What follows belongs to an exercise in optimizing a design on an open flow for small area, a short achievable clock period and few clock cycles per item; a production flow would make more cautious choices. Function was checked by simulation only, so behaviour that the tests miss may differ from the original.

--- flow/config.mk ---
export PLATFORM = sky130hd
export DESIGN_NAME = ifft_top
export DESIGN_NICKNAME = ifft_top
export VERILOG_FILES = /design/flow/design.v
export SDC_FILE = /design/flow/constraint.sdc
export NUM_CORES = 4
export LEC_CHECK = 0
export CAP_MARGIN = 20
export CORE_MARGIN = 2
export CORE_UTILIZATION = 40
export SLEW_MARGIN = 20
--- flow/constraint.sdc ---
create_clock -name core_clock -period 13.6 [get_ports {clk}]
set_input_delay 2.7200 -clock core_clock [delete_from_list [all_inputs] [get_ports {clk}]]
set_output_delay 2.7200 -clock core_clock [all_outputs]
set_load 0.01 [all_outputs]
--- flow/design.v ---
module ifft_top (
    input  wire        clk,
    input  wire        rst,
    input  wire        ifft_enable,
    input  wire [15:0] in_0_real,
    input  wire [15:0] in_1_real,
    input  wire [15:0] in_2_real,
    input  wire [15:0] in_3_real,
    input  wire [15:0] in_4_real,
    input  wire [15:0] in_5_real,
    input  wire [15:0] in_6_real,
    input  wire [15:0] in_7_real,
    input  wire [15:0] in_8_real,
    input  wire [15:0] in_9_real,
    input  wire [15:0] in_10_real,
    input  wire [15:0] in_11_real,
    input  wire [15:0] in_0_imag,
    input  wire [15:0] in_1_imag,
    input  wire [15:0] in_2_imag,
    input  wire [15:0] in_3_imag,
    input  wire [15:0] in_4_imag,
    input  wire [15:0] in_5_imag,
    input  wire [15:0] in_6_imag,
    input  wire [15:0] in_7_imag,
    input  wire [15:0] in_8_imag,
    input  wire [15:0] in_9_imag,
    input  wire [15:0] in_10_imag,
    input  wire [15:0] in_11_imag,
    output wire [15:0] ifft_out_real,
    output wire [15:0] ifft_out_imag,
    output wire        finish
);
  integer i;
  reg       busy;
  reg [4:0] t;
  reg       fin;
  wire      start = ~busy & ifft_enable;
  always @(posedge clk or negedge rst) begin
    if (!rst) begin
      busy <= 1'b0;
      t    <= 5'd0;
      fin  <= 1'b0;
    end else begin
      if (start) begin
        busy <= 1'b1;
        t    <= 5'd1;
      end else if (busy) begin
        t <= t + 5'd1;
        if (t == 5'd20) busy <= 1'b0;
      end
      fin <= busy & (t >= 5'd4) & (t <= 5'd19);
    end
  end
  assign finish = fin;
  wire [4:0] tn = busy ? t + 5'd1 : 5'd1;
  localparam M_ID = 3'd0, M_J = 3'd1, M_T1 = 3'd2, M_T3 = 3'd3,
             M_W1 = 3'd4, M_W3 = 3'd5, M_W5 = 3'd6, M_W7 = 3'd7;
  reg [2:0] modeN;
  always @(*) begin
    case (tn)
      5'd1:  modeN = M_T1; 5'd2:  modeN = M_T3;
      5'd3:  modeN = M_T1; 5'd4:  modeN = M_W1; 5'd5:  modeN = M_W3;
      5'd6:  modeN = M_T3; 5'd7:  modeN = M_W5; 5'd8:  modeN = M_W7;
      5'd10: modeN = M_J;  5'd11: modeN = M_T1; 5'd12: modeN = M_T3;
      default: modeN = M_ID;
    endcase
  end
  wire [1:0] kn = tn[1:0];                  
  reg  [2:0] modeA, modeA2;
  reg        r0A, r1A, r2A, r3A;            
  reg        r2B1, r2B2, r2C;               
  reg  [3:1] weB1, weB2, weC;               
  reg        n8, sw4, n4r, n4i;             
  reg  [3:1] weG;                           
  reg        bp2;                           
  reg        bl, bp3;                       
  reg        rot, n0, n1, n2, n3;           
  always @(posedge clk) begin
    modeA  <= modeN;
    modeA2 <= modeA;
    r0A  <= (tn >= 5'd1)  & (tn <= 5'd2);
    r1A  <= (tn >= 5'd3)  & (tn <= 5'd5);
    r2A  <= (tn >= 5'd6)  & (tn <= 5'd8);
    r3A  <= (tn >= 5'd10) & (tn <= 5'd12);
    r2B1 <= (tn >= 5'd7)  & (tn <= 5'd9);
    r2B2 <= r2B1;
    r2C  <= r2B2;
    weB1[1] <= (tn == 5'd2) | (tn == 5'd8)  | (tn == 5'd12);
    weB1[2] <= (tn == 5'd7) | (tn == 5'd11);
    weB1[3] <= (tn == 5'd3) | (tn == 5'd9)  | (tn == 5'd13);
    weB2 <= weB1;
    weC  <= weB2;
    weG[1] <= (tn == 5'd1);
    weG[2] <= (tn == 5'd4);
    weG[3] <= (tn == 5'd2);
    bp2  <= (tn == 5'd3);
    n8   <= (tn == 5'd10) | (tn == 5'd14);
    sw4  <= (tn == 5'd10) | (tn == 5'd14);
    n4r  <= (tn == 5'd6)  | (tn == 5'd10);
    n4i  <= (tn == 5'd6)  | (tn == 5'd14);
    bl   <= (tn == 5'd3) | (tn == 5'd7) | (tn == 5'd11) | (tn == 5'd15);
    bp3  <= (tn == 5'd11) | (tn == 5'd15);
    rot  <= (kn == 2'd1);
    n0   <= (kn != 2'd0);
    n1   <= (kn == 2'd1) | (kn == 2'd3);
    n2   <= kn[1];
    n3   <= (kn == 2'd1) | (kn == 2'd2);
  end
  reg [15:0] x0r, x0i, x4r, x4i, x8r, x8i;
  reg [15:0] ar[0:2], ai[0:2], br[0:2], bi[0:2], cr[0:2], ci[0:2];
  always @(posedge clk) begin
    if (!busy) begin
      x0r <= in_0_real;   x0i <= in_0_imag;
      x4r <= in_4_real;   x4i <= in_4_imag;
      x8r <= in_8_real;   x8i <= in_8_imag;
      ar[0] <= in_1_real;  ai[0] <= in_1_imag;
      ar[1] <= in_3_real;  ai[1] <= in_3_imag;
      ar[2] <= in_2_real;  ai[2] <= in_2_imag;
      br[0] <= in_5_real;  bi[0] <= in_5_imag;
      br[1] <= in_7_real;  bi[1] <= in_7_imag;
      br[2] <= in_6_real;  bi[2] <= in_6_imag;
      cr[0] <= in_9_real;  ci[0] <= in_9_imag;
      cr[1] <= in_11_real; ci[1] <= in_11_imag;
      cr[2] <= in_10_real; ci[2] <= in_10_imag;
    end else begin
      for (i = 0; i < 3; i = i + 1) begin
        ar[i] <= ar[(i+1)%3]; ai[i] <= ai[(i+1)%3];
        br[i] <= br[(i+1)%3]; bi[i] <= bi[(i+1)%3];
        cr[i] <= cr[(i+1)%3]; ci[i] <= ci[(i+1)%3];
      end
    end
  end
  reg  [15:0] zr[0:3], zi[0:3];
  always @(posedge clk) begin
    zr[0] <= gv_r; zi[0] <= gv_i;
    for (i = 1; i < 4; i = i + 1) begin
      zr[i] <= zr[i-1]; zi[i] <= zi[i-1];
    end
  end
  wire        subA = r1A | r3A;
  wire [15:0] uopr = r3A ? {zr[3][14:0], 1'b0} : ar[0];
  wire [15:0] uopi = r3A ? {zi[3][14:0], 1'b0} : ai[0];
  wire [15:0] wopr = (r3A ? zr[0] : cr[0]) ^ {16{subA}};
  wire [15:0] wopi = (r3A ? zi[0] : ci[0]) ^ {16{subA}};
  wire [15:0] vopr = r0A ? ~br[0] : 16'd0, vopi = r0A ? ~bi[0] : 16'd0;
  wire [15:0] pre_r, pre_i;
  ifft_add3 #(16) u_prr (uopr, wopr, vopr, r0A, subA, pre_r);
  ifft_add3 #(16) u_pri (uopi, wopi, vopi, r0A, subA, pre_i);
  reg  [15:0] PBr, PBi;
  always @(posedge clk) begin
    PBr <= r2A ? br[0] : pre_r;
    PBi <= r2A ? bi[0] : pre_i;
  end
  reg [4:0]  cre, cim;
  reg        hs;
  always @(*) begin
    case (modeA2)
      M_W1:    begin cre = 5'b00_11_0; cim = 5'b10_00_0; hs = 1'b0; end
      M_W3:    begin cre = 5'b11_00_0; cim = 5'b00_10_0; hs = 1'b0; end
      M_W5:    begin cre = 5'b11_01_1; cim = 5'b00_11_1; hs = 1'b0; end
      M_W7:    begin cre = 5'b01_11_1; cim = 5'b11_00_1; hs = 1'b0; end
      M_T1:    begin cre = 5'b00_11_0; cim = 5'b10_00_0; hs = 1'b1; end
      default: begin cre = 5'b01_11_1; cim = 5'b00_11_1; hs = 1'b1; end  
    endcase
  end
  wire byA2 = (modeA2 == M_ID) | (modeA2 == M_J);
  wire jA2  = (modeA2 == M_J);
  reg [15:0] XRr, YRr, ZRr, XRi, YRi, ZRi;
  reg        hsB, byB, byC;
  reg        hq2, hsB2, hq1, hq1b, hsB3, hsB4;
  always @(posedge clk) begin
    hq2  <= (modeA == M_T1) | (modeA == M_T3);
    hsB2 <= hq2;
    hq1  <= (modeN == M_T1) | (modeN == M_T3);
    hq1b <= hq1;
    hsB3 <= hq1b;
    hsB4 <= (tn == 5'd3) | (tn == 5'd4) | (tn == 5'd5) | (tn == 5'd8) | (tn == 5'd13) | (tn == 5'd14);
  end
  reg [3:0]  kreB, kimB, kreC, kimC;    
  always @(posedge clk) begin
    XRr <= byA2 ? (jA2 ? -PBi : PBr) : (cre[4] ? PBi : PBr) ^ {16{cre[3]}};
    YRr <= (cre[2] ? PBi : PBr) ^ {16{cre[1]}};
    ZRr <= cre[0] ? ~PBr : 16'd0;
    XRi <= byA2 ? (jA2 ? PBr : PBi) : (cim[4] ? PBi : PBr) ^ {16{cim[3]}};
    YRi <= (cim[2] ? PBi : PBr) ^ {16{cim[1]}};
    ZRi <= cim[0] ? ~PBi : 16'd0;
    hsB  <= hs;
    byB  <= byA2;
    byC  <= byB;
    kreB <= {hs, cre[3], cre[1], cre[0]}; kimB <= {hs, cim[3], cim[1], cim[0]};
    kreC <= kreB; kimC <= kimB;
  end
  wire [25:0] s_re, c_re, s_im, c_im;
  ifft_tw_comp u_re (.x(XRr), .y(YRr), .z(ZRr), .hx(hsB), .hy(hsB2), .s(s_re), .c(c_re));
  ifft_tw_comp u_im (.x(XRi), .y(YRi), .z(ZRi), .hx(hsB3), .hy(hsB4), .s(s_im), .c(c_im));
  reg  [25:0] SRr, CRr, SRi, CRi;
  always @(posedge clk) begin
    SRr <= byB ? {XRr, 10'd0} : s_re;  CRr <= byB ? 26'd0 : c_re;
    SRi <= byB ? {XRi, 10'd0} : s_im;  CRi <= byB ? 26'd0 : c_im;
  end
  reg  [25:0] kpr, kpi;
  always @(*) begin
    case ({byC, kreC})
      5'd0: kpr = 26'h08e00d1;
      5'd1: kpr = 26'h08e00d2;
      5'd2: kpr = 26'h08e0258;
      5'd3: kpr = 26'h08e0259;
      5'd4: kpr = 26'h08e0483;
      5'd5: kpr = 26'h08e0484;
      5'd6: kpr = 26'h08e060a;
      5'd7: kpr = 26'h08e060b;
      5'd8: kpr = 26'h3bf816c;
      5'd9: kpr = 26'h3bf816d;
      5'd10: kpr = 26'h3bf8440;
      5'd11: kpr = 26'h3bf8441;
      5'd12: kpr = 26'h3bf8440;
      5'd13: kpr = 26'h3bf8441;
      5'd14: kpr = 26'h3bf8714;
      5'd15: kpr = 26'h3bf8715;
      5'd16: kpr = 26'h0000000;
      5'd17: kpr = 26'h0000000;
      5'd18: kpr = 26'h0000000;
      5'd19: kpr = 26'h0000000;
      5'd20: kpr = 26'h0000000;
      5'd21: kpr = 26'h0000000;
      5'd22: kpr = 26'h0000000;
      5'd23: kpr = 26'h0000000;
      5'd24: kpr = 26'h0000000;
      5'd25: kpr = 26'h0000000;
      5'd26: kpr = 26'h0000000;
      5'd27: kpr = 26'h0000000;
      5'd28: kpr = 26'h0000000;
      5'd29: kpr = 26'h0000000;
      5'd30: kpr = 26'h0000000;
      5'd31: kpr = 26'h0000000;
    endcase
  end
  always @(*) begin
    case ({byC, kimC})
      5'd0: kpi = 26'h08e00d1;
      5'd1: kpi = 26'h08e00d2;
      5'd2: kpi = 26'h08e0258;
      5'd3: kpi = 26'h08e0259;
      5'd4: kpi = 26'h08e0483;
      5'd5: kpi = 26'h08e0484;
      5'd6: kpi = 26'h08e060a;
      5'd7: kpi = 26'h08e060b;
      5'd8: kpi = 26'h3bf816c;
      5'd9: kpi = 26'h3bf816d;
      5'd10: kpi = 26'h3bf8440;
      5'd11: kpi = 26'h3bf8441;
      5'd12: kpi = 26'h3bf8440;
      5'd13: kpi = 26'h3bf8441;
      5'd14: kpi = 26'h3bf8714;
      5'd15: kpi = 26'h3bf8715;
      5'd16: kpi = 26'h0000000;
      5'd17: kpi = 26'h0000000;
      5'd18: kpi = 26'h0000000;
      5'd19: kpi = 26'h0000000;
      5'd20: kpi = 26'h0000000;
      5'd21: kpi = 26'h0000000;
      5'd22: kpi = 26'h0000000;
      5'd23: kpi = 26'h0000000;
      5'd24: kpi = 26'h0000000;
      5'd25: kpi = 26'h0000000;
      5'd26: kpi = 26'h0000000;
      5'd27: kpi = 26'h0000000;
      5'd28: kpi = 26'h0000000;
      5'd29: kpi = 26'h0000000;
      5'd30: kpi = 26'h0000000;
      5'd31: kpi = 26'h0000000;
    endcase
  end
  wire [15:0] zsr = r2C ? zr[2] : 16'd0, zsi = r2C ? zi[2] : 16'd0;
  wire [25:0] psum_r, psum_i;
  ifft_add4 #(26) u_psr (SRr, CRr, kpr, {zsr, 10'd0}, 1'b0, 1'b0, psum_r);
  ifft_add4 #(26) u_psi (SRi, CRi, kpi, {zsi, 10'd0}, 1'b0, 1'b0, psum_i);
  wire [15:0] gv_r = psum_r[25:10], gv_i = psum_i[25:10];
  wire [15:0] q0v_r, q0v_i;
  ifft_add3 #(16) u_q0r (ar[0], br[0], cr[0], 1'b0, 1'b0, q0v_r);
  ifft_add3 #(16) u_q0i (ai[0], bi[0], ci[0], 1'b0, 1'b0, q0v_i);
  wire [15:0] jv_r, jv_i;
  ifft_add3 #(16) u_jr (~ai[2], ~ci[2], bi[2], 1'b1, 1'b1, jv_r);
  ifft_add3 #(16) u_ji (ar[2], cr[2], ~br[2], 1'b1, 1'b0, jv_i);
  wire [15:0] gbr = x8r ^ {16{n8}}, gbi = x8i ^ {16{n8}};
  wire [15:0] gcr = (sw4 ? x4i : x4r) ^ {16{n4r}};
  wire [15:0] gci = (sw4 ? x4r : x4i) ^ {16{n4i}};
  wire [15:0] g0v_r, g0v_i;
  ifft_add3 #(16) u_g0r (x0r, gbr, gcr, n8, n4r, g0v_r);
  ifft_add3 #(16) u_g0i (x0i, gbi, gci, n8, n4i, g0v_i);
  reg  [15:0] G0r, G0i;
  always @(posedge clk) begin
    G0r <= g0v_r; G0i <= g0v_i;
  end
  reg [15:0] s1r, s1i, s2r, s2i, s3r, s3i;
  reg [15:0] g0r, g0i, g1r, g1i, g2r, g2i, g3r, g3i;
  always @(posedge clk) begin
    if (weG[1] | weC[1]) begin s1r <= weG[1] ? q0v_r : gv_r; s1i <= weG[1] ? q0v_i : gv_i; end
    if (weG[2] | weC[2]) begin s2r <= weG[2] ? jv_r : gv_r; s2i <= weG[2] ? jv_i : gv_i; end
    if (weG[3] | weC[3]) begin s3r <= weG[3] ? q0v_r : gv_r; s3i <= weG[3] ? q0v_i : gv_i; end
    if (bl) begin
      g0r <= G0r;   g0i <= G0i;
      g1r <= s1r;   g1i <= s1i;
      g2r <= bp2 ? q0v_r : s2r;   g2i <= bp2 ? q0v_i : s2i;
      g3r <= bp3 ? gv_r : s3r;  g3i <= bp3 ? gv_i : s3i;
    end else if (rot) begin
      g1r <= ~g1i; g1i <= g1r;
      g3r <= ~g3i; g3i <= g3r;
    end
  end
  wire [15:0] o_r, o_i;
  ifft_add4 #(16) u_or (g0r, g2r ^ {16{n2}}, g1r ^ {16{n1}}, g3r ^ {16{n3}}, n0, n0, o_r);
  ifft_add4 #(16) u_oi (g0i, g2i ^ {16{n2}}, g1i ^ {16{n1}}, g3i ^ {16{n3}}, n0, n0, o_i);
  reg  [15:0] OR, OI;
  always @(posedge clk) begin
    OR <= o_r; OI <= o_i;
  end
  assign ifft_out_real = OR;
  assign ifft_out_imag = OI;
endmodule
module ifft_tw_comp (
    input  wire [15:0] x,
    input  wire [15:0] y,
    input  wire [15:0] z,
    input  wire        hx,       
    input  wire        hy,       
    output wire [25:0] s,
    output wire [25:0] c
);
  function [25:0] t(input [15:0] v, input integer k);
    t = {10'd0, ~v[15], v[14:0]} << k;
  endfunction
  wire [15:0] nx = ~x, ny = ~y;
  wire [15:0] xg = hx ? x : 16'd0;
  wire [15:0] yg = hy ? ny : 16'd0;
  wire [25:0] o0  = t(x, 10);
  wire [25:0] o1  = t(nx, 6);
  wire [25:0] o5  = t(y, 9);
  wire [25:0] o10 = t(z, 0);
  wire [25:0] o2  = hx ? t(nx, 8) : t(nx, 4);
  wire [25:0] o3  = hx ? t(x, 4)  : t(x, 1);
  wire [25:0] o4  = t(xg, 2);
  wire [25:0] o6  = hy ? t(y, 8)  : t(ny, 7);
  wire [25:0] o7  = hy ? t(ny, 5) : t(y, 3);
  wire [25:0] o8  = hy ? t(ny, 3) : t(ny, 0);
  wire [25:0] o9  = t(yg, 2);
  wire [25:0] a1, b1, a2, b2;
  ifft_csa l0a (o0, o1, o5, a1, b1);
  ifft_csa l0b (a1, b1, o10, a2, b2);
  wire [25:0] s1a, c1a, s1b, c1b, s1c, c1c;
  ifft_csa l1a (o2, o3, o4, s1a, c1a);
  ifft_csa l1b (o6, o7, o8, s1b, c1b);
  ifft_csa l1c (o9, a2, b2, s1c, c1c);
  wire [25:0] s2a, c2a, s2b, c2b;
  ifft_csa l2a (s1a, c1a, s1b, s2a, c2a);
  ifft_csa l2b (c1b, s1c, c1c, s2b, c2b);
  wire [25:0] s3, c3;
  ifft_csa l3 (s2a, c2a, s2b, s3, c3);
  ifft_csa l4 (s3, c3, c2b, s, c);
endmodule
module ifft_add3 #(parameter W = 16) (
    input  wire [W-1:0] a,
    input  wire [W-1:0] b,
    input  wire [W-1:0] d,
    input  wire         ci1,
    input  wire         ci2,
    output wire [W-1:0] y
);
  wire [W-1:0] s = a ^ b ^ d;
  wire [W-1:0] m = (a & b) | (a & d) | (b & d);
  assign y = s + {m[W-2:0], ci1} + {{(W-1){1'b0}}, ci2};
endmodule
module ifft_add4 #(parameter W = 16) (
    input  wire [W-1:0] a,
    input  wire [W-1:0] b,
    input  wire [W-1:0] d,
    input  wire [W-1:0] e,
    input  wire         ci1,
    input  wire         ci2,
    output wire [W-1:0] y
);
  wire [W-1:0] s1 = a ^ b ^ d;
  wire [W-1:0] m1 = (a & b) | (a & d) | (b & d);
  wire [W-1:0] c1 = {m1[W-2:0], ci1};
  wire [W-1:0] s2 = s1 ^ c1 ^ e;
  wire [W-1:0] m2 = (s1 & c1) | (s1 & e) | (c1 & e);
  assign y = s2 + {m2[W-2:0], ci2};
endmodule
module ifft_csa (
    input  wire [25:0] a,
    input  wire [25:0] b,
    input  wire [25:0] d,
    output wire [25:0] s,
    output wire [25:0] c
);
  assign s = a ^ b ^ d;
  wire [25:0] m = (a & b) | (a & d) | (b & d);
  assign c = {m[24:0], 1'b0};
endmodule
--- flow/run.sh ---
#!/bin/bash
# synth_recipe.tcl (not shown) runs the flow's synth.tcl, then flattens the netlist and writes it again
# the make line also repeats each setting of config.mk as NAME=value (left out here)
make -C /OpenROAD-flow-scripts/flow DESIGN_CONFIG=/design/flow/config.mk WORK_HOME=/design/flow/orfs CLKGATE_MAP_FILE= SYNTH_SCRIPT=/design/flow/synth_recipe.tcl finish
==> summary.txt, run 1 <==
reg-to-reg slack, setup 8.75 ns; wire per inst 22.2 µm; Critical Path AT 5.55 ns; Mapped Cells 5842; # fillers 14600; unrepaired setup endpoints after global routing false; Fin Setup TNS 0 ns; Area Overhead vs Synth 16.6%; Final period util 0.357; Seq cells post-synth 1107; Die Span Y 403 µm; total CTS buffers 121; wirelength, routed 186000 µm; min Tclk post-route approximately 4.9 ns; Max-slew headroom 0.244; Die W 403 µm; most common cell in the synthesized netlist inv_1; Netlist cell types 83; number of remaining DRC errors 0; post-synth top area share 0.246; CTS tree built; Final Non-Filler Cells 8369; Highest Signal Layer met5; Util after Layout 0.469; FF+latch area 0.0254 mm²; Critical Path Start Type flip-flop; standard-cell row count roughly 150; Inst Count DP 8137; maximum fanout along the worst path 60; GRT Overall Usage 0.228; Port Buffer Count 419; Syn. warnings 18; largest area contributor in the netlist dfxtp_1; 1st-pass router iterations 6; share of layout cells above drive strength 1 0.110; die area 0.162 mm²; worst hold path class flip-flop to flip-flop; placed instance area between 0.06 and 0.07 mm²; initial detailed-routing violation count about 3200; fmax 0.206 GHz; clk latency of the worst-skew pair ~0.79 ns; clock-pin slew on the worst setup and hold paths 0.07 ns; status no timing/DRC/antenna violations; Post-Syn Area 0.0636 mm²; Met1 Wirelength approximately 80000 µm; Setup-failing EPs final 0; Post-synth ARST share 0.00632; max-cap viol count 0; gr ovfl total 0; I/O pin count 420; CP endpoint kind flip-flop; # Post-CTS Setup Buffers 0; GP Congestion 0.935; routed length on met2 85500 µm; Post-synth EDFFs 320; CTS resizes 0; vias in the first global route 43600; vias per cell ~5.1; Commonest cells post-synth inv_1 (840), dfxtp_1 (780), fa_1 (527), mux2_2 (384), nand2_1 (346); largest net degree at the start of global routing 166; Clock Skew 0.113 ns; Starting Density 0.402; clock tree buffer depth 3; DR vias 42400; hold bufs inserted after CTS 0; Setup Crit Path Kind flip-flop to flip-flop; CP Data Required Time 14.30 ns; total count of hold-check failures in the final report 0; clock root cell clkbuf_16; Worst Tran Pin Value 1.13 ns; Main synth FF type dfxtp_1; Final WS setup 8.75 ns; Setup WS pre-CTS 8.83 ns; initial antenna violation count 24; first-pass GRT wire length 276000 µm; design area around 0.074 mm²; Core ar. 0.158 mm²; Final ANT Viol Nets 0; Area contributors post-synth dfxtp_1 (25%), fa_1 (17%), edfxtp_1 (15%); fin nets 7444; Min Hold Slack 0.321 ns; H-tree levels 3; HPWL after DPL between 100000 and 150000 µm; Seq/Total Area, Yosys 0.399; Mean Syn Cell Area 10.9 µm²; WL met3 12800 µm; Multi-input gate area about 0.034 mm²; max-slew violations 0; clk sink count 1107
-- registers in the layout, summed over array words and instances (netlist names), 24 cells and up --
register / flops
bi: 48
br: 48
CRi: 24
cr: 48
zi: 63
CRr: 24
SRr: 26
ar: 48
ai: 48
SRi: 26
zr: 63
ci: 48
-- layout make-up --
| type | count | share of cell area |
|---|---|---|
| antenna | 2 | 0.0000675 |
| clock buffer | 170 | 0.0483 |
| clock inverter | 60 | 0.00958 |
| inverter | 843 | 0.0427 |
| multi-input combinational | 3650 | 0.460 |
| sequential | 1107 | 0.343 |
| tap | 2072 | 0.0350 |
| timing repair buffer | 465 | 0.0614 |
-- cell families (layout without fill, tap and decap cells) --
logic type,after synthesis,in the layout,synth area share
flops,1107,1107,0.399
simple gates,1001,1001,0.0732
compound gates,822,822,0.0803
fa+ha+maj,869,869,0.233
xor+xnor,420,420,0.0580
mux,535,535,0.0917
other cells,1,5,0.0000590
buf+inv,1087,1538,0.0643
-- worst max-delay path: stages (launching register included) --
cell and delay [ns]:
dfxtp_4 0.65, buf_4 0.66, o21ai_0 0.25, fa_1 0.54, inv_1 0.05, fa_1 0.41
inv_1 0.09, fa_1 0.21, nor2b_1 0.05, o21ai_0 0.21, a21boi_0 0.15, o21ai_0 0.23
a21oi_1 0.13, o2111ai_1 0.29, a311oi_1 0.19, or4_1 0.50, nand3_1 0.11
-- worst paths after layout --
path,startpoint,endpoint,cells past startpoint
setup / recovery,r3A,PBi[14],16
max in group asynchronous,rst,busy,1
setup reg to reg,r3A,PBi[14],16
hold / removal,zr[1][6],zr[2][6],0
min in group asynchronous,rst,fin,1
hold reg to reg,zr[1][6],zr[2][6],0
-- metal layers --
metal  track usage  vias to the layer above
li1              -                    19900
met1         0.306                    20900
met2         0.369                     1398
met3        0.0460                      272
met4        0.0752                       18
met5             0                        -
-- placed cells by master (no fill, tap or decap), drive strengths merged, types with 46 or more instances in the layout --
master,instances
a21o,61
a21oi,233
and3,47
buf,46
clkbuf,170
clkdlybuf4s50,419
dfxtp,780
edfxtp,320
fa,527
ha,342
inv,850
mux2,384
mux2i,151
nand2,346
nand3,48
nor2,271
nor2b,123
nor3,47
o21ai,257
xnor2,228
xor2,192
Testbench counts, summed over its fixed seeds: cycles 10,752, items 512.
==> inputs of run 2 (changes only) <==
--- a/flow/design.v
+++ b/flow/design.v
@@ -70,2 +70,3 @@
   reg        r0A, r1A, r2A, r3A;            
+  reg        r1Ap, r2Ap, r3Ap, r1Ai, r2Ai, r3Ai;
   reg        r2B1, r2B2, r2C;               
@@ -84,2 +85,8 @@
     r3A  <= (tn >= 5'd10) & (tn <= 5'd12);
+    r1Ap <= (tn >= 5'd2)  & (tn <= 5'd4);
+    r2Ap <= (tn >= 5'd5)  & (tn <= 5'd7);
+    r3Ap <= (tn >= 5'd9)  & (tn <= 5'd11);
+    r1Ai <= r1Ap;
+    r2Ai <= r2Ap;
+    r3Ai <= r3Ap;
     r2B1 <= (tn >= 5'd7)  & (tn <= 5'd9);
@@ -139,7 +146,7 @@
   end
-  wire        subA = r1A | r3A;
-  wire [15:0] uopr = r3A ? {zr[3][14:0], 1'b0} : ar[0];
-  wire [15:0] uopi = r3A ? {zi[3][14:0], 1'b0} : ai[0];
-  wire [15:0] wopr = (r3A ? zr[0] : cr[0]) ^ {16{subA}};
-  wire [15:0] wopi = (r3A ? zi[0] : ci[0]) ^ {16{subA}};
+  wire        subA = r1A | r3A, subAi = r1Ai | r3Ai;
+  wire [15:0] uopr = r3A  ? {zr[3][14:0], 1'b0} : ar[0];
+  wire [15:0] uopi = r3Ai ? {zi[3][14:0], 1'b0} : ai[0];
+  wire [15:0] wopr = (r3A  ? zr[0] : cr[0]) ^ {16{subA}};
+  wire [15:0] wopi = (r3Ai ? zi[0] : ci[0]) ^ {16{subAi}};
   wire [15:0] vopr = r0A ? ~br[0] : 16'd0, vopi = r0A ? ~bi[0] : 16'd0;
@@ -147,3 +154,3 @@
   ifft_add3 #(16) u_prr (uopr, wopr, vopr, r0A, subA, pre_r);
-  ifft_add3 #(16) u_pri (uopi, wopi, vopi, r0A, subA, pre_i);
+  ifft_add3 #(16) u_pri (uopi, wopi, vopi, r0A, subAi, pre_i);
   reg  [15:0] PBr, PBi;
@@ -151,3 +158,3 @@
     PBr <= r2A ? br[0] : pre_r;
-    PBi <= r2A ? bi[0] : pre_i;
+    PBi <= r2Ai ? bi[0] : pre_i;
   end
==> summary.txt, run 2 <==
commonest non-fill, non-tap cell in the layout inv_1; Post-Syn Area 0.0633 mm² (-0.42%); Final period util 0.353 (-0.00372); clock-pin slew on the worst setup and hold paths 0.07 ns (about the same); maximum fanout along the worst path 65 (+8.3%); fmax 0.208 GHz (+1.1%); Core ar. 0.158 mm² (-0.23%); initial detailed-routing violation count 3084 (-4.6%); post-synth top area share 0.248 (+0.00292); Inst Count DP 8140 (+0.037%); status no timing/DRC/antenna violations; largest area contributor in the netlist dfxtp_1; Critical Path Start Type flip-flop; DR vias 42100 (-0.76%); clk sink count 1113 (+0.54%); CP Data Required Time 14.29 ns (about the same); most common cell in the synthesized netlist inv_1; unrepaired setup endpoints after global routing false; HPWL after DPL 146000 µm (-1.6%); GP Congestion 0.915 (-2.1%); Commonest cells post-synth inv_1 (838), dfxtp_1 (786), fa_1 (527), mux2_2 (384), ha_1 (342); fin nets 7444 (unchanged); total CTS buffers 118 (-2.5%); initial antenna violation count 22 (-8.3%); Starting Density 0.401 (-0.000750); CTS tree built; vias in the first global route 43100 (-1.0%); GRT Overall Usage 0.225 (-0.00290); I/O pin count 420 (unchanged); Post-synth ARST share 0.00629 (-0.0000341); Mapped Cells 5840 (-0.034%); Clock Skew 0.0537 ns (-0.0595 ns); standard-cell row count 146 (unchanged); clk latency of the worst-skew pair 0.76 ns (-0.03 ns); vias per cell 5.03 (-0.74%); Post-synth EDFFs 320 (unchanged); max-slew violations 0 (unchanged); # fillers 14800 (+1.1%); most frequent cells in the layout inv_1 (837), dfxtp_1 (771), fa_1 (527); Seq/Total Area, Yosys 0.403 (+0.00357); Final WS setup 8.80 ns (+0.0506 ns); number of remaining DRC errors 0 (unchanged); CP endpoint kind flip-flop; # Post-CTS Setup Buffers 0 (unchanged); Main synth FF type dfxtp_1; H-tree levels 3 (unchanged); Area contributors post-synth dfxtp_1 (25%), fa_1 (17%), edfxtp_1 (15%); Worst Tran Pin Value 1.33 ns (+0.201 ns); largest net degree at the start of global routing 97 (-42%); clock tree buffer depth 3 (unchanged); number of cells on the worst reg-to-reg path 14 (-2); Final ANT Viol Nets 0 (unchanged); Netlist cell types 72 (-13%); worst hold path class flip-flop to flip-flop; total count of hold-check failures in the final report 0 (unchanged); Fin Setup TNS 0 ns (unchanged); Seq cells post-synth 1113 (+0.54%); hold bufs inserted after CTS 0 (unchanged); Die W 402 µm (-0.21%); Setup-failing EPs final 0 (unchanged); FF+latch area 0.0256 mm² (+0.45%); 1st-pass router iterations 5 (-1); Hold Path Depth 0 (unchanged); Area Overhead vs Synth 16.3%; clock root cell clkbuf_16; Largest regs zi (63), zr (63); Setup Crit Path Kind flip-flop to flip-flop; reg2reg start sw4; Multi-input gate area 0.0338 mm² (-0.93%); Die Span Y 402 µm (-0.21%); min Tclk post-route 4.80 ns (-0.0506 ns); Mean Syn Cell Area 10.8 µm² (-0.38%); Max-slew headroom 0.105 (-0.140); Port Buffer Count 419 (unchanged); wirelength, routed 183000 µm (-1.6%); gr ovfl total 0 (unchanged); Final Non-Filler Cells 8367 (-0.024%); wire per inst 21.9 µm (-1.6%); max-cap viol count 0 (unchanged); CTS resizes 0 (unchanged); hold path startpoint zr[1][13]; Syn. warnings 18 (unchanged); Critical Path AT 5.49 ns (-0.06 ns); die area 0.162 mm² (-0.41%); share of layout cells above drive strength 1 0.105 (-0.00589); launch point of the worst path sw4; first-pass GRT wire length 273000 µm (-1.1%); Setup WS pre-CTS 8.81 ns (-0.0256 ns)
run 2: changes by cell type after synthesis, sizes merged, moves of 14 or more:
| cell | previous run | this run |
|---|---|---|
| nand2b | 35 | 67 |
| o21ai | 257 | 288 |
| o22ai | 12 | 42 |
| and3 | 47 | 19 |
| xnor2 | 228 | 204 |
| a21oi | 233 | 253 |
| nor2 | 271 | 291 |
| a211oi | 45 | 27 |
| o211a | 15 | 1 |
run 2: area by class of cell:
| type | count | share of cell area |
|---|---|---|
| diodes | 9 | 0.000306 |
| clock inverters | 47 | 0.00839 |
| flip-flops and latches | 1113 | 0.347 |
| repair buffers | 462 | 0.0613 |
| inverters | 839 | 0.0428 |
| well taps | 2072 | 0.0352 |
| clock buffers | 171 | 0.0465 |
| multi-input cells | 3654 | 0.459 |
run 2: final timing paths:
kind	endpoint	slack [ns]
hold / removal	zr[2][13]	0.30
hold reg to reg	zr[2][13]	0.30
min in group asynchronous	busy	2.22
setup / recovery	G0r[14]	8.80
setup reg to reg	G0r[14]	8.80
max in group asynchronous	busy	11.10
run 2: critical path: stages, from the launching register on:
cell and delay, ns:
dfxtp_4 1.03, mux2i_1 0.31, xnor2_1 0.17, fa_1 0.46
fa_1 0.44, fa_1 0.47, a21o_1 0.17, a21oi_1 0.20
o21ai_0 0.15, a31oi_1 0.23, o21ai_0 0.15, o41ai_1 0.46
o21bai_1 0.11, a21oi_1 0.19, xnor2_1 0.13
run 2: kinds of logic after synthesis:
| logic type | synth area share |
|---|---|
| AND/OR/NAND/NOR | 0.0737 |
| flip-flops | 0.403 |
| other | 0.0000592 |
| AO/OA/AOI/OAI | 0.0795 |
| XOR/XNOR | 0.0550 |
| adder cells (fa/ha/maj) | 0.234 |
| buffers and inverters | 0.0637 |
| multiplexers | 0.0910 |
run 2: metrics by stage:
stage / util / area, µm² / hold WS (ns)
detailed placement: 0.441 / 69600 / 0.312
CTS: 0.467 / 73700 / 0.309
finish: 0.467 / 73700 / 0.303
floorplan: - / 63300 / 0.310
global placement: 0.441 / 69600 / 0.310
global route: 0.467 / 73700 / 0.310
run 2: layer usage:
layer | wire length, µm | vias to the layer above | GRT usage
met4 | 5190 | 18 | 0.0678
met2 | 84200 | 1278 | 0.362
met5 | 122 | - | 0
li1 | - | 19900 | -
met1 | 81500 | 20700 | 0.309
met3 | 11800 | 221 | 0.0413
Testbench counts of run 2, summed over its fixed seeds: cycles 10,752, items 512.
==> inputs of run 3 (changes only) <==
--- a/flow/config.mk
+++ b/flow/config.mk
@@ -9,3 +9,4 @@
 export CORE_MARGIN = 2
-export CORE_UTILIZATION = 40
+export CORE_UTILIZATION = 60
+export PLACE_DENSITY = 0.8
 export SLEW_MARGIN = 20
==> summary.txt, run 3 <==
Port Buffer Count 419 (unchanged); H-tree levels 3 (unchanged); largest net degree at the start of global routing 171 (+76%); Worst Tran Pin Value 1.33 ns (-0.00441 ns); Post-Syn Area 0.0633 mm² (unchanged); Syn. warnings 18 (unchanged); Post-synth ARST share 0.00629 (unchanged); max-cap viol count 0 (unchanged); Seq cells post-synth 1113 (unchanged); wirelength, routed 174000 µm (-4.9%); first-pass GRT wire length 260000 µm (-4.8%); GP Congestion 0.965 (+5.4%); Clock Skew 0.0663 ns (+0.0126 ns); CP endpoint kind flip-flop; Mean Syn Cell Area 10.8 µm² (unchanged); most common cell in the synthesized netlist inv_1; worst hold path class flip-flop to flip-flop; Core ar. 0.105 mm² (-33%); Netlist cell types 72 (unchanged); die area 0.108 mm² (-33%); unrepaired setup endpoints after global routing false; clock-pin slew on the worst setup and hold paths 0.07 ns (about the same); fin nets 7426 (-0.24%); 1st-pass router iterations 6 (+1); launch point of the worst path r3A; DR vias 43300 (+2.8%); Final period util 0.343 (-0.0103); Critical Path Start Type flip-flop; Fin Setup TNS 0 ns (unchanged); total count of hold-check failures in the final report 0 (unchanged); Critical Path AT 5.22 ns (-0.27 ns); reg2reg start r3A; clock tree buffer depth 3 (unchanged); maximum fanout along the worst path 50 (-23%); fmax 0.214 GHz (+3.0%); clk latency of the worst-skew pair 0.73 ns (-0.03 ns); CP Data Required Time 14.16 ns (-0.13 ns); Commonest cells post-synth inv_1 (838), dfxtp_1 (786), fa_1 (527), mux2_2 (384), ha_1 (342); Die W 329 µm (-18%); initial detailed-routing violation count 4177 (+35%); HPWL after DPL 136000 µm (-6.8%); vias per cell 5.65 (+12%); Main synth FF type dfxtp_1; hold bufs inserted after CTS 0 (unchanged); vias in the first global route 43400 (+0.79%); Mapped Cells 5840 (unchanged); number of remaining DRC errors 0 (unchanged); Largest regs zi (63), zr (63); post-synth top area share 0.248 (unchanged); standard-cell row count 119 (-18%); Die Span Y 329 µm (-18%); CTS tree built; clock root cell clkbuf_16; Area contributors post-synth dfxtp_1 (25%), fa_1 (17%), edfxtp_1 (15%); I/O pin count 420 (unchanged); share of layout cells above drive strength 1 0.101 (-0.00319); Final ANT Viol Nets 0 (unchanged); Post-synth EDFFs 320 (unchanged); initial antenna violation count 9 (-59%); Area Overhead vs Synth 14.5%; wire per inst 22.7 µm (+3.9%); most frequent cells in the layout inv_1 (837), dfxtp_1 (770), fa_1 (527); total CTS buffers 112 (-5.1%); Setup Crit Path Kind flip-flop to flip-flop; clk sink count 1113 (unchanged); hold path startpoint zr[1][3]; GRT Overall Usage 0.321 (+0.0957); Util after Layout 0.691 (+0.224); commonest non-fill, non-tap cell in the layout inv_1; status no timing/DRC/antenna violations; Setup-failing EPs final 0 (unchanged); Seq/Total Area, Yosys 0.403 (unchanged); CTS resizes 0 (unchanged); max-slew violations 0 (unchanged); gr ovfl total 0 (unchanged); largest area contributor in the netlist dfxtp_1; Starting Density 0.603 (+0.202); Max-slew headroom 0.106 (+0.00118); min Tclk post-route 4.66 ns (-0.140 ns); # Post-CTS Setup Buffers 0 (unchanged)
run 3: changes by cell type in the layout (fill, tap and decap cells not counted), moves of 4 or more:
cell	delta
buf_4	-12
diode_2	-4
clkbuf_8	-12
clkinv_2	+4
clkbuf_16	-7
inv_8	+4
run 3: routing by layer:
layer / vias up / track usage / share of wire
met5: - / 0 / 0.00021
met3: 383 / 0.0643 / 0.086
li1: 19800 / - / -
met1: 21200 / 0.417 / 0.39
met4: 6 / 0.147 / 0.050
met2: 1883 / 0.520 / 0.48
run 3: area by class of cell:
class | instances | area [µm²]
tap | 1391 | 1740
inverter | 839 | 3150
antenna | 5 | 12.5
timing repair buffer | 450 | 4440
multi-input combinational | 3654 | 33800
fill | 7651 | 32500
clock buffer | 151 | 3080
sequential | 1113 | 25600
clock inverter | 60 | 702
run 3: worst paths after layout:
path	cells after the start	slack, ns	end
setup / recovery	17	8.94	PBr[12]
hold / removal	0	0.32	zr[2][3]
setup reg to reg	17	8.94	PBr[12]
hold reg to reg	0	0.32	zr[2][3]
max in group asynchronous	1	11.05	busy
min in group asynchronous	1	2.27	fin
run 3: critical path, stage by stage (launching register included):
cell      delay, ns
dfxtp_2        0.31
buf_4          0.46
nand2_1        0.15
o21ai_0        0.15
fa_1           0.45
inv_1          0.08
fa_1           0.19
inv_1          0.06
fa_1           0.47
nor2b_1        0.12
o21ai_0        0.10
a21boi_0       0.46
o21ai_0        0.25
o21ai_0        0.42
a21o_1         0.18
a21oi_1        0.07
xor2_1         0.14
o21ai_0        0.40
run 3: logic make-up after synthesis:
| family | after synthesis | share of synthesized area |
|---|---|---|
| muxes | 528 | 0.0910 |
| adders and majority gates | 869 | 0.234 |
| and+or+nand+nor | 1013 | 0.0737 |
| other | 1 | 0.0000592 |
| buffers and inverters | 1075 | 0.0637 |
| DFF | 1113 | 0.403 |
| AOI/OAI and AO/OA | 843 | 0.0795 |
| xor gates and xnor gates | 398 | 0.0550 |
run 3: through the flow:
stage,worst slack (ns),instances,hold slack [ns],cell area (µm²)
after floorplan,8.84,5842,0.310,63300
after global placement,9.13,7447,0.310,68700
after detailed placement,9.01,7447,0.312,68700
after CTS,8.94,7658,0.316,72500
after global routing,8.68,7661,0.316,72500
final,8.94,7663,0.318,72500
==> inputs of run 4 (changes only) <==
--- a/flow/design.v
+++ b/flow/design.v
@@ -74,2 +74,3 @@
   reg        n8, sw4, n4r, n4i;             
+  reg        n8i, sw4i, sq1, nq1, nq2, wq1, wq2, wq3;
   reg  [3:1] weG;                           
@@ -104,3 +105,11 @@
     n8   <= (tn == 5'd10) | (tn == 5'd14);
-    sw4  <= (tn == 5'd10) | (tn == 5'd14);
+    sq1  <= (tn == 5'd9)  | (tn == 5'd13);
+    sw4  <= sq1;
+    nq1  <= (tn == 5'd8)  | (tn == 5'd12);
+    nq2  <= nq1;
+    n8i  <= nq2;
+    wq1  <= (tn == 5'd7)  | (tn == 5'd11);
+    wq2  <= wq1;
+    wq3  <= wq2;
+    sw4i <= wq3;
     n4r  <= (tn == 5'd6)  | (tn == 5'd10);
@@ -291,8 +300,8 @@
   ifft_add3 #(16) u_ji (ar[2], cr[2], ~br[2], 1'b1, 1'b0, jv_i);
-  wire [15:0] gbr = x8r ^ {16{n8}}, gbi = x8i ^ {16{n8}};
-  wire [15:0] gcr = (sw4 ? x4i : x4r) ^ {16{n4r}};
-  wire [15:0] gci = (sw4 ? x4r : x4i) ^ {16{n4i}};
+  wire [15:0] gbr = x8r ^ {16{n8}}, gbi = x8i ^ {16{n8i}};
+  wire [15:0] gcr = (sw4  ? x4i : x4r) ^ {16{n4r}};
+  wire [15:0] gci = (sw4i ? x4r : x4i) ^ {16{n4i}};
   wire [15:0] g0v_r, g0v_i;
   ifft_add3 #(16) u_g0r (x0r, gbr, gcr, n8, n4r, g0v_r);
-  ifft_add3 #(16) u_g0i (x0i, gbi, gci, n8, n4i, g0v_i);
+  ifft_add3 #(16) u_g0i (x0i, gbi, gci, n8i, n4i, g0v_i);
   reg  [15:0] G0r, G0i;
==> summary.txt, run 4 <==
total count of hold-check failures in the final report 0 (unchanged); Syn. warnings 18 (unchanged); placed instance area 0.0691 mm² (+0.62%); Post-synth ARST share 0.00626 (-0.0000337); vias in the first global route 44300 (+1.9%); Worst Tran Pin Value 1.10 ns (-0.231 ns); 1st-pass router iterations 8 (+2); Post-Syn Area 0.0638 mm² (+0.80%); wire per inst 22.6 µm (-0.36%); CTS tree built; Synth Area in Compound Gates 0.0764 (-0.00314); initial antenna violation count 11 (+2); CP max stage cell fa_1; CTS resizes 0 (unchanged); CP Data Required Time 14.07 ns (-0.09 ns); Critical Path AT 5.04 ns (-0.18 ns); Util after Layout 0.694 (+0.00334); max-slew violations 0 (unchanged); Starting Density 0.606 (+0.00225); number of remaining DRC errors 0 (unchanged); unrepaired setup endpoints after global routing false; Min Hold Slack 0.301 ns (-0.0172 ns); GRT Overall Usage 0.320 (-0.00120); largest family of logic cells by synthesized area adder cells; Port Buffer Count 419 (unchanged); most frequent cells in the layout inv_1 (822), dfxtp_1 (782), fa_1 (527); DR vias 43500 (+0.46%); Netlist cell types 91 (+26%); hold bufs inserted after CTS 0 (unchanged); Clock Skew 0.0549 ns (-0.0114 ns); status no timing/DRC/antenna violations; standard-cell row count 119 (unchanged); clk sink count 1119 (+0.54%); share of layout cells above drive strength 1 0.105 (+0.00364); maximum fanout along the worst path 32 (-36%); I/O pin count 420 (unchanged); vias per cell 5.65 (about the same); min Tclk post-route 4.58 ns (-0.0881 ns); most common cell in the synthesized netlist inv_1; Multi-input gate area 0.0341 mm² (+0.89%); clk latency of the worst-skew pair 0.75 ns (+0.02 ns); Core ar. 0.105 mm² (+0.43%); worst hold path class flip-flop to flip-flop; FF+latch area 0.0257 mm² (+0.41%); Mapped Cells 5872 (+0.55%); GP Congestion 0.986 (+2.2%); XOR/XNOR share of the synthesized area 0.0569 (+0.00188); post-synthesis simple-gate area fraction 0.0781 (+0.00447); fin nets 7464 (+0.51%); Die W 330 µm (+0.39%); Area Overhead vs Synth 14.6%; wirelength, routed 174000 µm (+0.15%); # Post-CTS Setup Buffers 0 (unchanged); Commonest cells post-synth inv_1 (823), dfxtp_1 (792), fa_1 (527), nand2_1 (388), mux2_2 (380); clock-pin slew on the worst setup and hold paths 0.07 ns (about the same); Main synth FF type dfxtp_1; crit-path cells buf_4 -> nand2_1 -> fa_1 -> inv_1 -> ha_1 -> a21oi_1 -> o21ai_1 -> or3_1 -> o21ai_1 -> a21oi_1 -> a31oi_1 -> xor2_1 -> mux2i_1; Seq/Total Area, Yosys 0.402 (-0.00132); # fillers 7666 (+0.20%); Max-slew headroom 0.268 (+0.162); CP max stage delay 0.56 ns (+0.09 ns); post-synth top area share 0.248 (about the same); max-cap viol count 0 (unchanged); commonest non-fill, non-tap cell in the layout inv_1; mux contribution to synthesized area 0.0896 (-0.00147); fmax 0.219 GHz (+1.9%); die area 0.109 mm² (+0.79%); first-pass GRT wire length 262000 µm (+0.60%); Synth Area in Adders 0.233 (-0.000918); Fin Setup TNS 0 ns (unchanged); Setup Crit Path Kind flip-flop to flip-flop; Critical Path Start Type flip-flop; largest net degree at the start of global routing 92 (-46%); CP endpoint kind flip-flop; largest area contributor in the netlist dfxtp_1; Mean Syn Cell Area 10.9 µm² (+0.25%); Seq cells post-synth 1119 (+0.54%); Die Span Y 330 µm (+0.39%); Setup-failing EPs final 0 (unchanged); Final period util 0.336 (-0.00648); total CTS buffers 113 (+0.89%); clock tree buffer depth 3 (unchanged); clock root cell clkbuf_16; design area 0.0732 mm² (+0.91%); gr ovfl total 0 (unchanged); HPWL after DPL 137000 µm (+0.59%); initial detailed-routing violation count 4296 (+2.8%); Post-synth EDFFs 320 (unchanged); Largest regs zi (63), zr (63); H-tree levels 3 (unchanged); Area contributors post-synth dfxtp_1 (25%), fa_1 (17%), edfxtp_1 (15%); Final ANT Viol Nets 0 (unchanged)
## run 4: worst max-delay path, delay by kind of cell, from the launching register on
| kind | cells | cell delay [ns] |
|---|---|---|
| AOI/OAI and AO/OA | 5 | 1.33 |
| adders and majority gates | 2 | 0.91 |
| and+or+nand+nor | 2 | 0.57 |
| xor gates and xnor gates | 1 | 0.56 |
| buffers and inverters | 2 | 0.42 |
| DFF | 1 | 0.31 |
| muxes | 1 | 0.17 |
## run 4: final cells by class
| class | count | share of cell area |
|---|---|---|
| tap | 1391 | 0.0238 |
| clock inverter | 60 | 0.00992 |
| antenna | 4 | 0.000137 |
| timing repair buffer | 457 | 0.0615 |
| sequential | 1119 | 0.351 |
| multi-input combinational | 3684 | 0.466 |
| inverter | 833 | 0.0428 |
| clock buffer | 154 | 0.0448 |
## run 4: final timing paths
path	startpoint	endpoint	slack [ns]	cells past startpoint
max	r2C	s1r[14]	9.02	13
min	zi[1][11]	zi[2][11]	0.30	0
max reg2reg	r2C	s1r[14]	9.02	13
min reg2reg	zi[1][11]	zi[2][11]	0.30	0
max in group asynchronous	rst	busy	11.08	1
min in group asynchronous	rst	busy	2.24	1
## run 4: through the flow
step | cells | worst slack (ns)
final | 7702 | 9.02
after global routing | 7698 | 8.85
after CTS | 7697 | 9.08
after detailed placement | 7483 | 9.09
after global placement | 7483 | 9.16
after floorplan | 5874 | 9.36
## run 4: metal layers
layer	wire, µm	share of wire	track usage	vias to the layer above
met1	67100	0.38	0.406	21300
li1	-	-	-	19900
met3	14300	0.082	0.0615	409
met5	37	0.00021	0	-
met2	83500	0.48	0.525	1882
met4	9400	0.054	0.159	6
## run 4: logic make-up after synthesis
logic type	after synthesis
other cells	1
compound gates	794
buf+inv	1071
fa+ha+maj	875
flops	1119
mux	522
xor+xnor	414
simple gates	1076
Testbench counts of run 4, summed over its fixed seeds: cycles 10,752, items 512.
==> inputs of run 5 (changes only) <==
--- a/flow/design.v
+++ b/flow/design.v
@@ -183,3 +183,4 @@
   wire jA2  = (modeA2 == M_J);
-  reg [15:0] XRr, YRr, ZRr, XRi, YRi, ZRi;
+  reg [15:0] XRr, YRr, XRi, YRi;
+  reg        zcr, zyr, zci, zyi;
   reg        hsB, byB, byC;
@@ -198,6 +199,8 @@
     YRr <= (cre[2] ? PBi : PBr) ^ {16{cre[1]}};
-    ZRr <= cre[0] ? ~PBr : 16'd0;
+    zcr <= cre[0];
+    zyr <= (modeA2 == M_W5);
     XRi <= byA2 ? (jA2 ? PBr : PBi) : (cim[4] ? PBi : PBr) ^ {16{cim[3]}};
     YRi <= (cim[2] ? PBi : PBr) ^ {16{cim[1]}};
-    ZRi <= cim[0] ? ~PBi : 16'd0;
+    zci <= cim[0];
+    zyi <= (modeA2 == M_W5) | (modeA2 == M_T3);
     hsB  <= hs;
@@ -209,2 +212,4 @@
   wire [25:0] s_re, c_re, s_im, c_im;
+  wire [15:0] ZRr = (zyr ? YRr : XRr) & {16{zcr}};
+  wire [15:0] ZRi = (zyi ? YRi : XRi) & {16{zci}};
   ifft_tw_comp u_re (.x(XRr), .y(YRr), .z(ZRr), .hx(hsB), .hy(hsB2), .s(s_re), .c(c_re));
==> summary.txt, run 5 <==
Area Overhead vs Synth 14.4%; die area 0.109 mm² (about the same); most frequent cells in the layout inv_1 (812), dfxtp_1 (752), fa_1 (527); Final WS setup 9.02 ns (+0.000770 ns); Mapped Cells 5910 (+0.65%); largest net degree at the start of global routing 98 (+6.5%); Buf+Inv Stages, Crit Path 0 (-2); GP Congestion 0.983 (-0.30%); Post-Syn Area 0.0639 mm² (about the same); Setup-failing EPs final 0 (unchanged); post-synthesis simple-gate area fraction 0.0786 (+0.000501); largest area contributor in the netlist dfxtp_1; clock root cell clkbuf_16; CP max stage delay 0.97 ns (+0.41 ns); initial antenna violation count 13 (+2); Port Buffer Count 419 (unchanged); worst hold path class flip-flop to flip-flop; Largest regs zi (63), zr (63); most common cell in the synthesized netlist inv_1; Core ar. 0.105 mm² (unchanged); maximum fanout along the worst path 16 (-50%); min Tclk post-route 4.58 ns (-0.000770 ns); HPWL after DPL 148000 µm (+8.0%); Critical Path AT 5.17 ns (+0.13 ns); Post-synth EDFFs 320 (unchanged); CP max stage cell dfxtp_1; GRT Overall Usage 0.344 (+0.0238); CTS tree built; vias per cell 5.77 (+2.2%); commonest non-fill, non-tap cell in the layout inv_1; standard-cell row count 119 (unchanged); max-slew violations 0 (unchanged); total CTS buffers 110 (-2.7%); mux contribution to synthesized area 0.0932 (+0.00367); Mean Syn Cell Area 10.8 µm² (-0.61%); Top delay family on crit path adder cells; XOR/XNOR share of the synthesized area 0.0528 (-0.00411); gr ovfl total 0 (unchanged); clock tree buffer depth 3 (unchanged); Die Span Y 330 µm (about the same); Clock Skew 0.0358 ns (-0.0191 ns); I/O pin count 420 (unchanged); number of remaining DRC errors 0 (unchanged); Worst Tran Pin Value 1.19 ns (+0.0892 ns); CP Data Required Time 14.19 ns (+0.12 ns); Setup Crit Path Kind flip-flop to flip-flop; Setup WS pre-CTS 9.08 ns (-0.00466 ns); crit-path cells mux2i_1 -> xnor2_1 -> fa_1 -> fa_1 -> fa_1 -> a21o_1 -> a21oi_1 -> nor2b_1 -> o21ai_0 -> a211oi_1 -> o31ai_1 -> a21oi_1 -> xor2_1; post-synth top area share 0.239 (-0.00949); Final ANT Viol Nets 0 (unchanged); # Post-CTS Setup Buffers 0 (unchanged); H-tree levels 3 (unchanged); wirelength, routed 187000 µm (+7.3%); Seq cells post-synth 1089 (-2.7%); Max-slew headroom 0.205 (-0.0632); Main synth FF type dfxtp_1; clock-pin slew on the worst setup and hold paths 0.07 ns (about the same); most frequent CP cell fa_1; Seq/Total Area, Yosys 0.392 (-0.00954); status no timing/DRC/antenna violations; fin nets 7490 (+0.35%); Starting Density 0.606 (about the same); Post-synth ARST share 0.00643 (+0.000172); fmax 0.219 GHz (about the same); total count of hold-check failures in the final report 0 (unchanged); initial detailed-routing violation count 4719 (+9.8%); DR vias 44600 (+2.5%); Synth Area in Adders 0.232 (-0.00102); Synth Area in Compound Gates 0.0884 (+0.0121); Syn. warnings 18 (unchanged); largest family of logic cells by synthesized area adder cells; Fin Setup TNS 0 ns (unchanged); 1st-pass router iterations 17 (+9); Netlist cell types 90 (-1.1%); Final period util 0.336 (about the same); wire per inst 24.2 µm (+6.9%); share of layout cells above drive strength 1 0.109 (+0.00448); CP endpoint kind flip-flop; Die W 330 µm (about the same); Critical Path Start Type flip-flop; Commonest cells post-synth inv_1 (813), dfxtp_1 (762), fa_1 (527), mux2_2 (405), nand2_1 (358); vias in the first global route 44900 (+1.4%); clk sink count 1089 (-2.7%); unrepaired setup endpoints after global routing false; Area contributors post-synth dfxtp_1 (24%), fa_1 (17%), edfxtp_1 (15%); CTS resizes 0 (unchanged); first-pass GRT wire length 277000 µm (+6.0%); clk latency of the worst-skew pair 0.73 ns (-0.02 ns); hold bufs inserted after CTS 0 (unchanged); max-cap viol count 0 (unchanged)
run 5: worst paths after layout:
| kind | from | endpoint | slack [ns] | cells past startpoint |
|---|---|---|---|---|
| setup / recovery | sw4i | G0i[14] | 9.02 | 13 |
| hold / removal | zr[1][4] | zr[2][4] | 0.32 | 0 |
| setup reg to reg | sw4i | G0i[14] | 9.02 | 13 |
| hold reg to reg | zr[1][4] | zr[2][4] | 0.32 | 0 |
| max in group asynchronous | rst | busy | 11.05 | 1 |
| min in group asynchronous | rst | fin | 2.27 | 1 |
run 5: layout make-up:
type / instances / area (µm²)
multi-input cells: 3763 / 34800
fillers: 7730 / 32400
flip-flops and latches: 1089 / 25100
repair buffers: 451 / 4450
clock buffers: 141 / 3170
inverters: 819 / 3080
well taps: 1391 / 1740
clock inverters: 69 / 682
diodes: 5 / 12.5
run 5: per-stage QoR:
stage | cells | instance area (µm²) | hold slack (ns) | utilization
6_report | 7728 | 73000 | 0.322 | 0.693
5_1_grt | 7724 | 73000 | 0.314 | 0.693
4_1_cts | 7722 | 73000 | 0.317 | 0.692
3_5_place_dp | 7512 | 69100 | 0.312 | 0.656
3_3_place_gp | 7512 | 69100 | 0.310 | 0.656
2_1_floorplan | 5912 | 63900 | 0.310 | -
run 5: kinds of logic after synthesis:
kind of cell               count (synthesis)
DFF                                     1089
and+or+nand+nor                         1062
buffers and inverters                   1060
AOI/OAI and AO/OA                        901
adders and majority gates                869
muxes                                    543
xor gates and xnor gates                 385
other                                      1
run 5: layer usage:
metal,track usage,vias to the layer above,part of all wire
met5,0,-,0.00023
met4,0.159,6,0.052
met3,0.0758,392,0.10
met2,0.529,2115,0.45
met1,0.465,21800,0.40
li1,-,20200,-
run 5: worst register-to-register path: cells and delay by family (launching register included):
family | cells | cell delay [ns]
AOI/OAI and AO/OA | 6 | 1.33
xor gates and xnor gates | 2 | 0.37
adders and majority gates | 3 | 1.39
DFF | 1 | 0.97
muxes | 1 | 0.33
and+or+nand+nor | 1 | 0.07
Testbench counts of run 5, summed over its fixed seeds: cycles 10,752, items 512.

==> port drivers added, routing unchanged <==
How much do the figures lean on ideal ports? The routed layouts below were timed once more, with nothing changed but the port constraints.
Step 1 (the two cells are an assumption about what drives the block):
set clk [get_ports {clk}]
set_driving_cell -lib_cell sky130_fd_sc_hd__clkbuf_16 $clk
set_driving_cell -lib_cell sky130_fd_sc_hd__buf_2 [delete_from_list [all_inputs] $clk]
Step 2 times the ports against the registers' clock, not the clock port: input delays grow and output delays shrink by t, the midpoint of the rising clock arrivals with the driver on.
Slacks: ideal / step 1 / step 2; pairs: ideal / step 1.
| run | shift t [ns] | setup WS [ns] | hold slack, ns | worst setup path after step 2 | latest minus earliest clock arrival (ns) |
|---|---|---|---|---|---|
| run 1 | 0.810 | 8.746 / 8.746 / 8.746 | 0.321 / 0.321 / 0.321 | register to register | 0.116 / 0.116 |
| run 2 | 0.808 | 8.796 / 8.796 / 8.796 | 0.303 / 0.303 / 0.303 | register to register | 0.059 / 0.058 |
| run 3 | 0.776 | 8.936 / 8.936 / 8.936 | 0.318 / 0.318 / 0.318 | register to register | 0.068 / 0.067 |
| run 4 | 0.794 | 9.024 / 9.024 / 9.024 | 0.301 / 0.301 / 0.301 | register to register | 0.055 / 0.055 |
| run 5 | 0.795 | 9.025 / 9.025 / 9.025 | 0.322 / 0.322 / 0.322 | register to register | 0.040 / 0.039 |
After both steps every run listed still meets setup and hold.
